Source: an optimization exercise on an open RTL-to-GDS flow (aim: small area and a short achievable clock period). Production flows keep margins and buffers that such runs may drop. Only simulation tests tie the RTL to the original design; equivalence was not proved. The clock input has no modelled driver; a real chip could not lean on it and would need a root buffer or a full tree. Power and IR drop assume default switching activity.

==> exp/fjord: inputs <==
==> flow/design.v <==
module CounterParameter
#(
	parameter Maximum_Value = 9,
	parameter NBitsForCounter = CeilLog2(Maximum_Value)
)
(
	input clk,
	input reset,
	input enable,
	input SyncReset,
	output Flag,
	output[NBitsForCounter-1:0] Counting 
);
bit MaxValue_Bit;
logic [NBitsForCounter-1 : 0] Counting_logic;
	always_ff@(posedge clk or negedge reset) begin
		if (reset == 1'b0)
			Counting_logic <= {NBitsForCounter{1'b0}};
		else begin
				if(enable == 1'b1) begin
					if(SyncReset == 0)
						Counting_logic <= Counting + 1'b1;
					else
						Counting_logic <= 0;
				end
		end
	end
always_comb
	if(Counting_logic == Maximum_Value-1)
		MaxValue_Bit = 1;
	else
		MaxValue_Bit = 0;
assign Flag = MaxValue_Bit;
assign Counting = Counting_logic;
     function integer CeilLog2;
       input integer data;
       integer i,result;
       begin
          for(i=0; 2**i < data; i=i+1)
             result = i + 1;
          CeilLog2 = result;
       end
    endfunction
endmodule
module CounterParameterUpDown
#(
	parameter Maximum_Value = 9,
	parameter NBitsForCounter = CeilLog2(Maximum_Value)
)
(
	input clk,
	input reset,
	input up,
	input down,
	input SyncReset,
	output Flag,
	output[NBitsForCounter-1:0] Counting
);
bit MaxValue_Bit;
logic [NBitsForCounter-1 : 0] Counting_logic;
	always_ff@(posedge clk or negedge reset) begin
		if (reset == 1'b0)
			Counting_logic <= {NBitsForCounter{1'b0}};
		else begin
			if(SyncReset == 1'b1)
				Counting_logic <= 0;
			else if(up == 1'b1 && down == 1'b0)
				Counting_logic <= Counting_logic + 1'b1;
			else if(up == 1'b0 && down == 1'b1)
				Counting_logic <= Counting_logic - 1'b1;
		end
	end
always_comb
	if(Counting_logic == Maximum_Value-1)
		MaxValue_Bit = 1;
	else
		MaxValue_Bit = 0;
assign Flag = MaxValue_Bit;
assign Counting = Counting_logic;
     function integer CeilLog2;
       input integer data;
       integer i,result;
       begin
          for(i=0; 2**i < data; i=i+1)
             result = i + 1;
          CeilLog2 = result;
       end
    endfunction
endmodule
module simple_dual_port_ram_single_clock
#(parameter DATA_WIDTH=8, parameter ADDR_WIDTH=6)
(
	input [(DATA_WIDTH-1):0] data,
	input [(ADDR_WIDTH-1):0] read_addr, write_addr,
	input we, clk,
	output [(DATA_WIDTH-1):0] q
);
	logic [DATA_WIDTH-1:0] ram[2**ADDR_WIDTH-1:0];
	always_ff @ (posedge clk)
	begin
		if (we)
			ram[write_addr] <= data;
	end
	assign q = ram[read_addr];
endmodule
module FIFO
#(parameter WORDLENGHT = 16, Mem_lenght = 32)
(
	input [WORDLENGHT-1:0]data_input,
	input push,
	input pop,
	input clk,
	input reset,
	input synch_rst,
	output [WORDLENGHT-1:0]data_out,
	output full_out,
	output empty_out
);
localparam W = WORDLENGHT;
localparam N = Mem_lenght;          
localparam D = N - 1;               
logic [W*D-1:0] sr;
logic [W-1:0]   dout;
logic [N:0]     occ;                
logic           ne, fo;
wire e = occ[0];
wire f = occ[N];
wire inc = push & ~f;               
always_ff @(posedge clk)
	if (inc)
		sr <= {sr[W*(D-1)-1:0], data_input};
wire s_in = occ[0] | occ[1];
logic [W-1:0] nxt;
genvar b, g;
generate
	for (b = 0; b < W; b++) begin : RD
		wire [10:0] t;              
		wire [3:0]  p;              
		wire [1:0]  q;              
		for (g = 0; g < 10; g++) begin : T3
			FIFO_aoi222 A (
				.a1(occ[3*g+2]), .a2(sr[W*(3*g)+b]),
				.b1(occ[3*g+3]), .b2(sr[W*(3*g+1)+b]),
				.c1(occ[3*g+4]), .c2(sr[W*(3*g+2)+b]),
				.y(t[g])
			);
		end
		FIFO_aoi22 A10 (
			.a1(occ[32]), .a2(sr[W*30+b]),
			.b1(s_in),    .b2(data_input[b]),
			.y(t[10])
		);
		for (g = 0; g < 3; g++) begin : P
			FIFO_nand3 N (.a(t[3*g]), .b(t[3*g+1]), .c(t[3*g+2]), .y(p[g]));
		end
		FIFO_nand2 N3 (.a(t[9]), .b(t[10]), .y(p[3]));
		FIFO_nor2  R0 (.a(p[0]), .b(p[1]), .y(q[0]));
		FIFO_nor2  R1 (.a(p[2]), .b(p[3]), .y(q[1]));
		FIFO_nand2 O  (.a(q[0]), .b(q[1]), .y(nxt[b]));
	end
endgenerate
wire take = pop | e;
always_ff @(posedge clk)
	if (take)
		dout <= nxt;
wire dec = pop & ~e;                
wire up = ~synch_rst & inc & ~dec;
wire dn = ~synch_rst & dec & ~inc;
wire hd = ~synch_rst & (inc ~^ dec);
logic [N:0] occ_n;
genvar k;
generate
	for (k = 1; k < N; k++) begin : OC
		FIFO_ao222 S (
			.a1(up), .a2(occ[k-1]),
			.b1(dn), .b2(occ[k+1]),
			.c1(hd), .c2(occ[k]),
			.y(occ_n[k])
		);
	end
endgenerate
assign occ_n[0] = synch_rst | (dn & occ[1]) | (hd & occ[0]);
assign occ_n[N] = (up & occ[N-1]) | (hd & occ[N]);
always_ff @(posedge clk or negedge reset)
	if (!reset) begin
		occ <= {{N{1'b0}}, 1'b1};
		ne  <= 1'b0;
		fo  <= 1'b0;
	end else begin
		occ <= occ_n;
		ne  <= ~synch_rst & (ne | push) & ~(occ[1] & pop & ~push);
		fo  <= ~synch_rst & ((fo & ~pop) | (occ[N-1] & push & ~pop));
	end
assign data_out  = dout;
assign empty_out = ~ne;
assign full_out  = fo;
endmodule
module FIFO_aoi222 (input a1, a2, b1, b2, c1, c2, output y);
	assign y = ~((a1 & a2) | (b1 & b2) | (c1 & c2));
endmodule
module FIFO_aoi22 (input a1, a2, b1, b2, output y);
	assign y = ~((a1 & a2) | (b1 & b2));
endmodule
module FIFO_ao222 (input a1, a2, b1, b2, c1, c2, output y);
	assign y = (a1 & a2) | (b1 & b2) | (c1 & c2);
endmodule
module FIFO_nand3 (input a, b, c, output y);
	assign y = ~(a & b & c);
endmodule
module FIFO_nor2 (input a, b, output y);
	assign y = ~(a | b);
endmodule
module FIFO_nand2 (input a, b, output y);
	assign y = ~(a & b);
endmodule
==> flow/flow/run.sh <==
#!/bin/bash
# Standard ORFS layout with two changes:
#  - the port buffers are buf_4 cells instead of the slow delay-buffer cells
#    buffer_ports picks by default;
#  - after clock tree synthesis, flow/quad_clk.tcl rebuilds the top of the
#    clock tree: the clock port drives four root buffers, each driving the
#    leaf buffers of its quadrant (two buffers from port to every register).
set -euo pipefail
export BUFFER_PORTS_ARGS="-buffer_cell sky130_fd_sc_hd__buf_4"
export POST_CTS_TCL="$(pwd)/flow/quad_clk.tcl"
bash standard.sh > standard.log 2>&1
==> flow/flow/quad_clk.tcl <==
# Rebuild the top of the clock tree TritonCTS made: the clock port drives
# four root buffers (one per quadrant of leaf buffers), and each root drives
# the leaf buffers of its quadrant directly. TritonCTS's root and branch
# buffers and its dummy balancing loads are removed. Every register still
# sees exactly two buffers (a root, then its leaf), so the tree stays
# balanced.
set block [ord::get_db_block]
set old_root [$block findInst clkbuf_0_clk]
if {$old_root eq "NULL"} { puts "quad_clk: no root buffer, tree left as is"; return }
set pnet ""
foreach it [$old_root getITerms] { if {[$it isInputSignal] && [$it getNet] ne "NULL"} { set pnet [$it getNet] } }
set leaves {}
foreach i [$block getInsts] { if {[string match clkbuf_leaf_* [$i getName]]} { lappend leaves $i } }
if {[llength $leaves] < 4} { puts "quad_clk: only [llength $leaves] leaves, tree left as is"; return }
# cells to remove: old root, the branch buffers under it, dummy loads
set doomed {}
set doomed_nets {}
proc out_net {inst} { foreach it [$inst getITerms] { if {[$it isOutputSignal] && [$it getNet] ne "NULL"} { return [$it getNet] } }; return "" }
set frontier [list $old_root]
while {[llength $frontier]} {
  set b [lindex $frontier 0]; set frontier [lrange $frontier 1 end]
  lappend doomed $b
  set n [out_net $b]
  if {$n eq ""} continue
  lappend doomed_nets $n
  foreach it [$n getITerms] {
    set i [$it getInst]
    if {$i eq $b || ![$it isInputSignal]} continue
    if {[string match clkbuf_leaf_* [$i getName]]} continue
    set m [[$i getMaster] getName]
    if {[string match *clkbuf* $m] || [string match *clkinv* $m]} { lappend frontier $i } else { error "quad_clk: unexpected sink [$i getName] on [$n getName]" }
  }
}
foreach i [$block getInsts] { if {[string match clkload* [$i getName]] && [lsearch $doomed $i] < 0} { lappend doomed $i } }
# split the leaves at the median x, then each half at its median y
proc cx {i} { set b [$i getBBox]; return [expr {([$b xMin] + [$b xMax]) / 2}] }
proc cy {i} { set b [$i getBBox]; return [expr {([$b yMin] + [$b yMax]) / 2}] }
set byx [lsort -command {apply {{a b} { expr {[cx $a] - [cx $b]} }}} $leaves]
set h [expr {[llength $byx] / 2}]
set groups {}
foreach half [list [lrange $byx 0 [expr {$h - 1}]] [lrange $byx $h end]] {
  set byy [lsort -command {apply {{a b} { expr {[cy $a] - [cy $b]} }}} $half]
  set q [expr {[llength $byy] / 2}]
  lappend groups [lrange $byy 0 [expr {$q - 1}]] [lrange $byy $q end]
}
set master [[ord::get_db] findMaster sky130_fd_sc_hd__clkbuf_16]
set k 0
foreach g $groups {
  set sx 0; set sy 0
  foreach l $g { set sx [expr {$sx + [cx $l]}]; set sy [expr {$sy + [cy $l]}] }
  set x [expr {int($sx / [llength $g])}]; set y [expr {int($sy / [llength $g])}]
  set r [odb::dbInst_create $block $master clkroot_$k]
  $r setLocation $x $y
  $r setPlacementStatus PLACED
  set n [odb::dbNet_create $block clknet_root_$k]
  $n setSigType CLOCK
  [$r findITerm A] connect $pnet
  [$r findITerm X] connect $n
  foreach l $g { [$l findITerm A] disconnect; [$l findITerm A] connect $n }
  incr k
}
foreach i $doomed { odb::dbInst_destroy $i }
foreach n $doomed_nets { odb::dbNet_destroy $n }
puts "quad_clk: [llength $leaves] leaves under 4 roots, removed [llength $doomed] cells"
detailed_placement
check_placement -verbose
==> flow/standard.sh <==
#!/bin/bash
# synth_recipe.tcl (not shown) runs the flow's synth.tcl, then flattens the netlist and writes it again
# the make line also repeats each setting of config.mk as NAME=value (left out here)
make -C /OpenROAD-flow-scripts/flow DESIGN_CONFIG=/design/flow/config.mk WORK_HOME=/design/flow/orfs CLKGATE_MAP_FILE= SYNTH_SCRIPT=/design/flow/synth_recipe.tcl "${@:-finish}"
==> flow/config.mk <==
export PLATFORM = sky130hd
export DESIGN_NAME = FIFO
export DESIGN_NICKNAME = FIFO
export VERILOG_FILES = /design/flow/design.v
export SDC_FILE = /design/flow/constraint.sdc
export NUM_CORES = 4
export LEC_CHECK = 0
export CAP_MARGIN = 20
export CORE_MARGIN = 2
export CORE_UTILIZATION = 55
export CTS_CLUSTER_DIAMETER = 100
export CTS_CLUSTER_SIZE = 30
export PLACE_DENSITY = 0.7
export SETUP_SLACK_MARGIN = 2.35
export SLEW_MARGIN = 20
export SYNTH_HIERARCHICAL = 1
export SYNTH_MINIMUM_KEEP_SIZE = 0
export TNS_END_PERCENT = 0
==> flow/constraint.sdc <==
create_clock -name core_clock -period 4.2 [get_ports {clk}]
set_input_delay 0.8400 -clock core_clock [delete_from_list [all_inputs] [get_ports {clk}]]
set_output_delay 0.8400 -clock core_clock [all_outputs]
set_load 0.01 [all_outputs]
==> exp/indigo (differences from exp/fjord) <==
--- a/flow/config.mk
+++ b/flow/config.mk
@@ -13,3 +13,3 @@
 export PLACE_DENSITY = 0.7
-export SETUP_SLACK_MARGIN = 2.35
+export SETUP_SLACK_MARGIN = 2.4
 export SLEW_MARGIN = 20
@@ -17,2 +17,2 @@
 export SYNTH_MINIMUM_KEEP_SIZE = 0
-export TNS_END_PERCENT = 0
+export TNS_END_PERCENT = 10
==> impl_results.md <==
- Global-route total usage across every layer: 0.220
- Startpoint Class: input port
- FILL cells: 2,434
- Worst vdd ir: 295 uV
- P_clk: 2.48 mW
- Largest net degree at the start of global routing: 165
- Comb power frac: 0.032
- Critical path's top delay family: buffers and inverters
- Via count: 9,982
- FF-to-FF path depth: 5
- Crit path largest cell delay: 0.41 ns
- WL/cell: 27.9 um
- Footprint of the multi-input gates: 2730 sq um
- Number of global-route vias before repair: 9,535
- Status: no timing/DRC/antenna violations
- Final Critical Period: 1.88 ns
(the above is from exp/fjord)
==> impl_results.md <==
- RSZ-0062 raised after global routing: yes
- WL/cell: 27.8 um
- Crit path largest cell delay: 0.51 ns
- FF-to-FF path depth: 6
- P_clk: 2.47 mW
- Critical path's top delay family: flip-flops
- Global-route total usage across every layer: 0.222
- Startpoint Class: flop
- Comb power frac: 0.033
- FILL cells: 2,405
- Via count: 10,106
- Largest net degree at the start of global routing: 166
- Number of global-route vias before repair: 9,671
- Worst vdd ir: 294 uV
- Status: no timing/DRC/antenna violations
(the above is from exp/indigo)

==> pepper <==
Starts from the design.v that is shown in full above.
export LEC_CHECK = 0
export CAP_MARGIN = 20
export CORE_MARGIN = 2
export CORE_UTILIZATION = 55
export CTS_CLUSTER_DIAMETER = 100
export CTS_CLUSTER_SIZE = 30
export PLACE_DENSITY = 0.7
export SETUP_SLACK_MARGIN = 2.35
export SLEW_MARGIN = 20
export SYNTH_HIERARCHICAL = 1
export SYNTH_MINIMUM_KEEP_SIZE = 0
export TNS_END_PERCENT = 0
create_clock -name core_clock -period 4.2 [get_ports {clk}]
standard.sh (not shown) runs the stock make flow with config.mk's settings and CLKGATE_MAP_FILE= SYNTH_SCRIPT=/design/flow/synth_recipe.tcl, a recipe that flattens the netlist after the stock synthesis.
==> flow/flow/run.sh <==
#!/bin/bash
# Standard ORFS layout, with the port buffers made from buf_4 cells instead
# of the slow delay-buffer cells buffer_ports picks by default.
set -euo pipefail
export BUFFER_PORTS_ARGS="-buffer_cell sky130_fd_sc_hd__buf_4"
bash standard.sh > standard.log 2>&1
==> harbor (differences from pepper) <==
--- a/flow/design.v
+++ b/flow/design.v
@@ -119,11 +119,9 @@
 localparam W = WORDLENGHT;
-localparam N = Mem_lenght;          
-localparam D = N - 1;               
+localparam D = Mem_lenght - 1;      
 logic [W*D-1:0] sr;
 logic [W-1:0]   dout;
-logic [N:0]     occ;                
-logic           ne, fo;
-wire e = occ[0];
-wire f = occ[N];
+logic [4:0]     ridx;
+logic           e, f;
 wire inc = push & ~f;               
+wire dec = pop & ~e;                
 always_ff @(posedge clk)
@@ -131,85 +129,33 @@
 		sr <= {sr[W*(D-1)-1:0], data_input};
-wire s_in = occ[0] | occ[1];
 logic [W-1:0] nxt;
-genvar b, g;
-generate
-	for (b = 0; b < W; b++) begin : RD
-		wire [10:0] t;              
-		wire [3:0]  p;              
-		wire [1:0]  q;              
-		for (g = 0; g < 10; g++) begin : T3
-			FIFO_aoi222 A (
-				.a1(occ[3*g+2]), .a2(sr[W*(3*g)+b]),
-				.b1(occ[3*g+3]), .b2(sr[W*(3*g+1)+b]),
-				.c1(occ[3*g+4]), .c2(sr[W*(3*g+2)+b]),
-				.y(t[g])
-			);
-		end
-		FIFO_aoi22 A10 (
-			.a1(occ[32]), .a2(sr[W*30+b]),
-			.b1(s_in),    .b2(data_input[b]),
-			.y(t[10])
-		);
-		for (g = 0; g < 3; g++) begin : P
-			FIFO_nand3 N (.a(t[3*g]), .b(t[3*g+1]), .c(t[3*g+2]), .y(p[g]));
-		end
-		FIFO_nand2 N3 (.a(t[9]), .b(t[10]), .y(p[3]));
-		FIFO_nor2  R0 (.a(p[0]), .b(p[1]), .y(q[0]));
-		FIFO_nor2  R1 (.a(p[2]), .b(p[3]), .y(q[1]));
-		FIFO_nand2 O  (.a(q[0]), .b(q[1]), .y(nxt[b]));
-	end
-endgenerate
-wire take = pop | e;
+always_comb begin
+	nxt = (e | (ridx == 5'd31)) ? data_input : {W{1'b0}};
+	for (int i = 0; i < D; i++)
+		if (ridx == i[4:0] && !(i == D-1 && e))
+			nxt = nxt | sr[W*i +: W];
+end
 always_ff @(posedge clk)
-	if (take)
+	if (e | pop)
 		dout <= nxt;
-wire dec = pop & ~e;                
-wire up = ~synch_rst & inc & ~dec;
-wire dn = ~synch_rst & dec & ~inc;
-wire hd = ~synch_rst & (inc ~^ dec);
-logic [N:0] occ_n;
-genvar k;
-generate
-	for (k = 1; k < N; k++) begin : OC
-		FIFO_ao222 S (
-			.a1(up), .a2(occ[k-1]),
-			.b1(dn), .b2(occ[k+1]),
-			.c1(hd), .c2(occ[k]),
-			.y(occ_n[k])
-		);
-	end
-endgenerate
-assign occ_n[0] = synch_rst | (dn & occ[1]) | (hd & occ[0]);
-assign occ_n[N] = (up & occ[N-1]) | (hd & occ[N]);
 always_ff @(posedge clk or negedge reset)
 	if (!reset) begin
-		occ <= {{N{1'b0}}, 1'b1};
-		ne  <= 1'b0;
-		fo  <= 1'b0;
-	end else begin
-		occ <= occ_n;
-		ne  <= ~synch_rst & (ne | push) & ~(occ[1] & pop & ~push);
-		fo  <= ~synch_rst & ((fo & ~pop) | (occ[N-1] & push & ~pop));
+		ridx <= 5'd30;
+		e    <= 1'b1;
+		f    <= 1'b0;
+	end else if (synch_rst) begin
+		ridx <= 5'd30;
+		e    <= 1'b1;
+		f    <= 1'b0;
+	end else if (inc & ~dec) begin
+		ridx <= ridx + 5'd1;
+		e    <= 1'b0;
+		f    <= (ridx == 5'd29);
+	end else if (dec & ~inc) begin
+		ridx <= ridx - 5'd1;
+		e    <= (ridx == 5'd31);
+		f    <= 1'b0;
 	end
 assign data_out  = dout;
-assign empty_out = ~ne;
-assign full_out  = fo;
+assign empty_out = e;
+assign full_out  = f;
 endmodule
-module FIFO_aoi222 (input a1, a2, b1, b2, c1, c2, output y);
-	assign y = ~((a1 & a2) | (b1 & b2) | (c1 & c2));
-endmodule
-module FIFO_aoi22 (input a1, a2, b1, b2, output y);
-	assign y = ~((a1 & a2) | (b1 & b2));
-endmodule
-module FIFO_ao222 (input a1, a2, b1, b2, c1, c2, output y);
-	assign y = (a1 & a2) | (b1 & b2) | (c1 & c2);
-endmodule
-module FIFO_nand3 (input a, b, c, output y);
-	assign y = ~(a & b & c);
-endmodule
-module FIFO_nor2 (input a, b, output y);
-	assign y = ~(a | b);
-endmodule
-module FIFO_nand2 (input a, b, output y);
-	assign y = ~(a & b);
-endmodule
==> flow/run.sh (new file) <==
#!/bin/bash
# synth_recipe.tcl (not shown) runs the flow's synth.tcl, then flattens the netlist and writes it again
# the make line also repeats each setting of config.mk as NAME=value (left out here)
make -C /OpenROAD-flow-scripts/flow DESIGN_CONFIG=/design/flow/config.mk WORK_HOME=/design/flow/orfs CLKGATE_MAP_FILE= SYNTH_SCRIPT=/design/flow/synth_recipe.tcl finish
CORE_UTILIZATION = 40   (was 55)
CTS_CLUSTER_DIAMETER = default   (was 100)
CTS_CLUSTER_SIZE = default   (was 30)
PLACE_DENSITY = 0.6   (was 0.7)
SETUP_SLACK_MARGIN = default   (was 2.35)
SYNTH_HIERARCHICAL = default   (was 1)
SYNTH_MINIMUM_KEEP_SIZE = default   (was 0)
TNS_END_PERCENT = default   (was 0)
removed: flow/flow/run.sh
removed: flow/standard.sh
==> violet (differences from pepper) <==
==> flow/design.v (replaced) <==
module CounterParameter
#(
	parameter Maximum_Value = 9,
	parameter NBitsForCounter = CeilLog2(Maximum_Value)
)
(
	input clk,
	input reset,
	input enable,
	input SyncReset,
	output Flag,
	output[NBitsForCounter-1:0] Counting 
);
bit MaxValue_Bit;
logic [NBitsForCounter-1 : 0] Counting_logic;
	always_ff@(posedge clk or negedge reset) begin
		if (reset == 1'b0)
			Counting_logic <= {NBitsForCounter{1'b0}};
		else begin
				if(enable == 1'b1) begin
					if(SyncReset == 0)
						Counting_logic <= Counting + 1'b1;
					else
						Counting_logic <= 0;
				end
		end
	end
always_comb
	if(Counting_logic == Maximum_Value-1)
		MaxValue_Bit = 1;
	else
		MaxValue_Bit = 0;
assign Flag = MaxValue_Bit;
assign Counting = Counting_logic;
     function integer CeilLog2;
       input integer data;
       integer i,result;
       begin
          for(i=0; 2**i < data; i=i+1)
             result = i + 1;
          CeilLog2 = result;
       end
    endfunction
endmodule
module CounterParameterUpDown
#(
	parameter Maximum_Value = 9,
	parameter NBitsForCounter = CeilLog2(Maximum_Value)
)
(
	input clk,
	input reset,
	input up,
	input down,
	input SyncReset,
	output Flag,
	output[NBitsForCounter-1:0] Counting
);
bit MaxValue_Bit;
logic [NBitsForCounter-1 : 0] Counting_logic;
	always_ff@(posedge clk or negedge reset) begin
		if (reset == 1'b0)
			Counting_logic <= {NBitsForCounter{1'b0}};
		else begin
			if(SyncReset == 1'b1)
				Counting_logic <= 0;
			else if(up == 1'b1 && down == 1'b0)
				Counting_logic <= Counting_logic + 1'b1;
			else if(up == 1'b0 && down == 1'b1)
				Counting_logic <= Counting_logic - 1'b1;
		end
	end
always_comb
	if(Counting_logic == Maximum_Value-1)
		MaxValue_Bit = 1;
	else
		MaxValue_Bit = 0;
assign Flag = MaxValue_Bit;
assign Counting = Counting_logic;
     function integer CeilLog2;
       input integer data;
       integer i,result;
       begin
          for(i=0; 2**i < data; i=i+1)
             result = i + 1;
          CeilLog2 = result;
       end
    endfunction
endmodule
module simple_dual_port_ram_single_clock
#(parameter DATA_WIDTH=8, parameter ADDR_WIDTH=6)
(
	input [(DATA_WIDTH-1):0] data,
	input [(ADDR_WIDTH-1):0] read_addr, write_addr,
	input we, clk,
	output [(DATA_WIDTH-1):0] q
);
	logic [DATA_WIDTH-1:0] ram[2**ADDR_WIDTH-1:0];
	always_ff @ (posedge clk)
	begin
		if (we)
			ram[write_addr] <= data;
	end
	assign q = ram[read_addr];
endmodule
module FIFO
#(parameter WORDLENGHT = 16, Mem_lenght = 32)
(
	input [WORDLENGHT-1:0]data_input  ,
	input push,
	input pop,
	input clk,
	input reset,
	input synch_rst,
	output [WORDLENGHT-1:0]data_out,
	output full_out,
	output empty_out
);
bit POP_counter_enable_wire  ;
bit PUSH_counter_enable_wire  ;
bit [CeilLog2(Mem_lenght)-1:0] POP_counter_out_wire  ;
bit [CeilLog2(Mem_lenght)-1:0] PUSH_counter_out_wire  ;
bit [CeilLog2(Mem_lenght):0] DATA_counter_wire;
bit POP_SYNC_RST_WIRE;
bit PUSH_SYNC_RST_WIRE;
bit  Flag_full_wire;
assign POP_counter_enable_wire = (~empty_out) && pop;
CounterParameter
#(	.Maximum_Value(Mem_lenght) )    POP_module
(
	.clk(clk),
	.reset(reset),
	.enable(synch_rst | POP_counter_enable_wire),
	.SyncReset(synch_rst||POP_SYNC_RST_WIRE),
	.Flag(POP_SYNC_RST_WIRE),
	.Counting(POP_counter_out_wire)
);
assign PUSH_counter_enable_wire = (~Flag_full_wire) & push;
CounterParameter
#(	.Maximum_Value(Mem_lenght) )       PUSH_module
(
	.clk(clk),
	.reset(reset),
	.enable(synch_rst | PUSH_counter_enable_wire),
	.SyncReset(synch_rst || PUSH_SYNC_RST_WIRE),
	.Flag(PUSH_SYNC_RST_WIRE),
	.Counting(PUSH_counter_out_wire)
);
CounterParameterUpDown
#(
	.Maximum_Value(Mem_lenght+1)
)
DATA_module
(
	.clk(clk),
	.reset(reset),
	.up(PUSH_counter_enable_wire),
	.down(POP_counter_enable_wire),
	.SyncReset(synch_rst),
	.Flag(Flag_full_wire),
	.Counting(DATA_counter_wire)
);
simple_dual_port_ram_single_clock
#(
	.DATA_WIDTH(WORDLENGHT),
	.ADDR_WIDTH(CeilLog2(Mem_lenght))
  )
  MEMORY
(
	.data(data_input),
	.read_addr(POP_counter_out_wire),
	.write_addr(PUSH_counter_out_wire),
	.we(PUSH_counter_enable_wire),
	.clk(clk),
	.q(data_out)
);
assign empty_out = ~(|DATA_counter_wire);
assign full_out = Flag_full_wire;
     function integer CeilLog2;
       input integer data;
       integer i,result;
       begin
          for(i=0; 2**i < data; i=i+1)
             result = i + 1;
          CeilLog2 = result;
       end
    endfunction
endmodule
==> flow/run.sh (new file) <==
#!/bin/bash
# synth_recipe.tcl (not shown) runs the flow's synth.tcl, then flattens the netlist and writes it again
# the make line also repeats each setting of config.mk as NAME=value (left out here)
make -C /OpenROAD-flow-scripts/flow DESIGN_CONFIG=/design/flow/config.mk WORK_HOME=/design/flow/orfs CLKGATE_MAP_FILE= SYNTH_SCRIPT=/design/flow/synth_recipe.tcl finish
CORE_UTILIZATION = 40   (was 55)
CTS_CLUSTER_DIAMETER = default   (was 100)
CTS_CLUSTER_SIZE = default   (was 30)
PLACE_DENSITY = 0.6   (was 0.7)
SETUP_SLACK_MARGIN = default   (was 2.35)
SYNTH_HIERARCHICAL = default   (was 1)
SYNTH_MINIMUM_KEEP_SIZE = default   (was 0)
TNS_END_PERCENT = default   (was 0)
removed: flow/flow/run.sh
removed: flow/standard.sh
==> qor summary <==
quantity                                                                         pepper                    harbor                            violet
Result of the run                                               complete, no violations   complete, no violations           complete, no violations
Length of routed met3 wiring                                                    3408 um                   5381 um                           3076 um
Synth warn                                                                            7                         1                                 3
Power consumed by sequential cells                                              6.46 mW                   6.55 mW                           5.93 mW
Crit Path Class                                                                 reg2out                   reg2reg                           reg2out
Worst hold path type                                                           in2async                   reg2reg                           reg2reg
Worst Path Buf+Inv                                                                    2                         2                                 4
Share of synthesized registers carrying an async set or reset                    6.399%                    1.349%                            3.030%
Power Combinational                                                              280 uW                   1.19 mW                           2.41 mW
Logic gate share of total power                                                    3.0%                      9.6%                             18.3%
Number of gates resized after cts                                                    13                         0                                 1
Slowest cell on crit path                                      sky130_fd_sc_hd__dfrtp_1  sky130_fd_sc_hd__dfstp_2  sky130_fd_sc_hd__clkdlybuf4s50_1
Proportion of final cell area spent on non-clock buffers                         2.088%                    3.189%                            4.702%
Depth of the worst register-to-register path                                          4                         8                                 9
Top-area cell type share of the netlist area                                     80.60%                    78.90%                            73.61%
Per-cell routed wire length                                                    27.29 um                  29.18 um                          24.55 um
CORE AREA                                                                   34,370 um^2               47,950 um^2                       51,510 um^2
LEAKAGE                                                                        7.188 nW                  7.594 nW                          7.742 nW
Number of global-route vias before repair                                         9,506                    11,120                            10,580
Total chip power                                                               9.344 mW                  12.37 mW                          13.14 mW
First-pass DRT Iterations                                                            12                         6                                 5
Global-route track usage on met1                                                 33.03%                    29.04%                            25.20%
Number of levels in the clock H-tree                                                  1                         2                                 2
Final design instance area without fill                                     20,790 um^2               22,440 um^2                       24,430 um^2
Number of clock buffers in the layout                                                32                        63                                65

re-timing with driven ports:
How much do the figures lean on ideal ports? The routed layouts below were timed once more, with nothing changed but the port constraints. Step 1 assumes that a clkbuf_16 drives the clock port and a buf_2 every other input. Step 2 adds t to the input delays and takes it off the output delays; t is the mean of the earliest and latest rising clock arrival at the registers after step 1. Input paths then give back, and output paths get back, about the clock's delay inside the block. Slacks: no drivers / after step 1 / after step 2; pairs: no drivers / after step 1.
run | t (ns) | setup WS [ns] | worst setup path after step 2 | worst slew at a driven data input, ns | cell pins on the clock port's net
exp/fjord | 0.424 | 2.317 / 2.329 / 1.973 | input to register | 0.07 | 4
exp/indigo | 0.419 | 2.380 / 2.330 / 2.041 | input to register | 0.06 | 4
pepper | 0.600 | 2.190 / 2.138 / 1.791 | input to register | 0.06 | 1
harbor | 0.647 | 1.010 / 1.010 / 1.010 | register to register | 0.04 | 1
violet | 0.642 | 0.104 / 0.046 / 0.688 | register to output | 0.04 | 1
After both steps setup and hold are still met in every run listed. For pepper, which loses most, drivers alone change the setup slack by -0.052 ns; drivers and shift together by -0.399 ns.
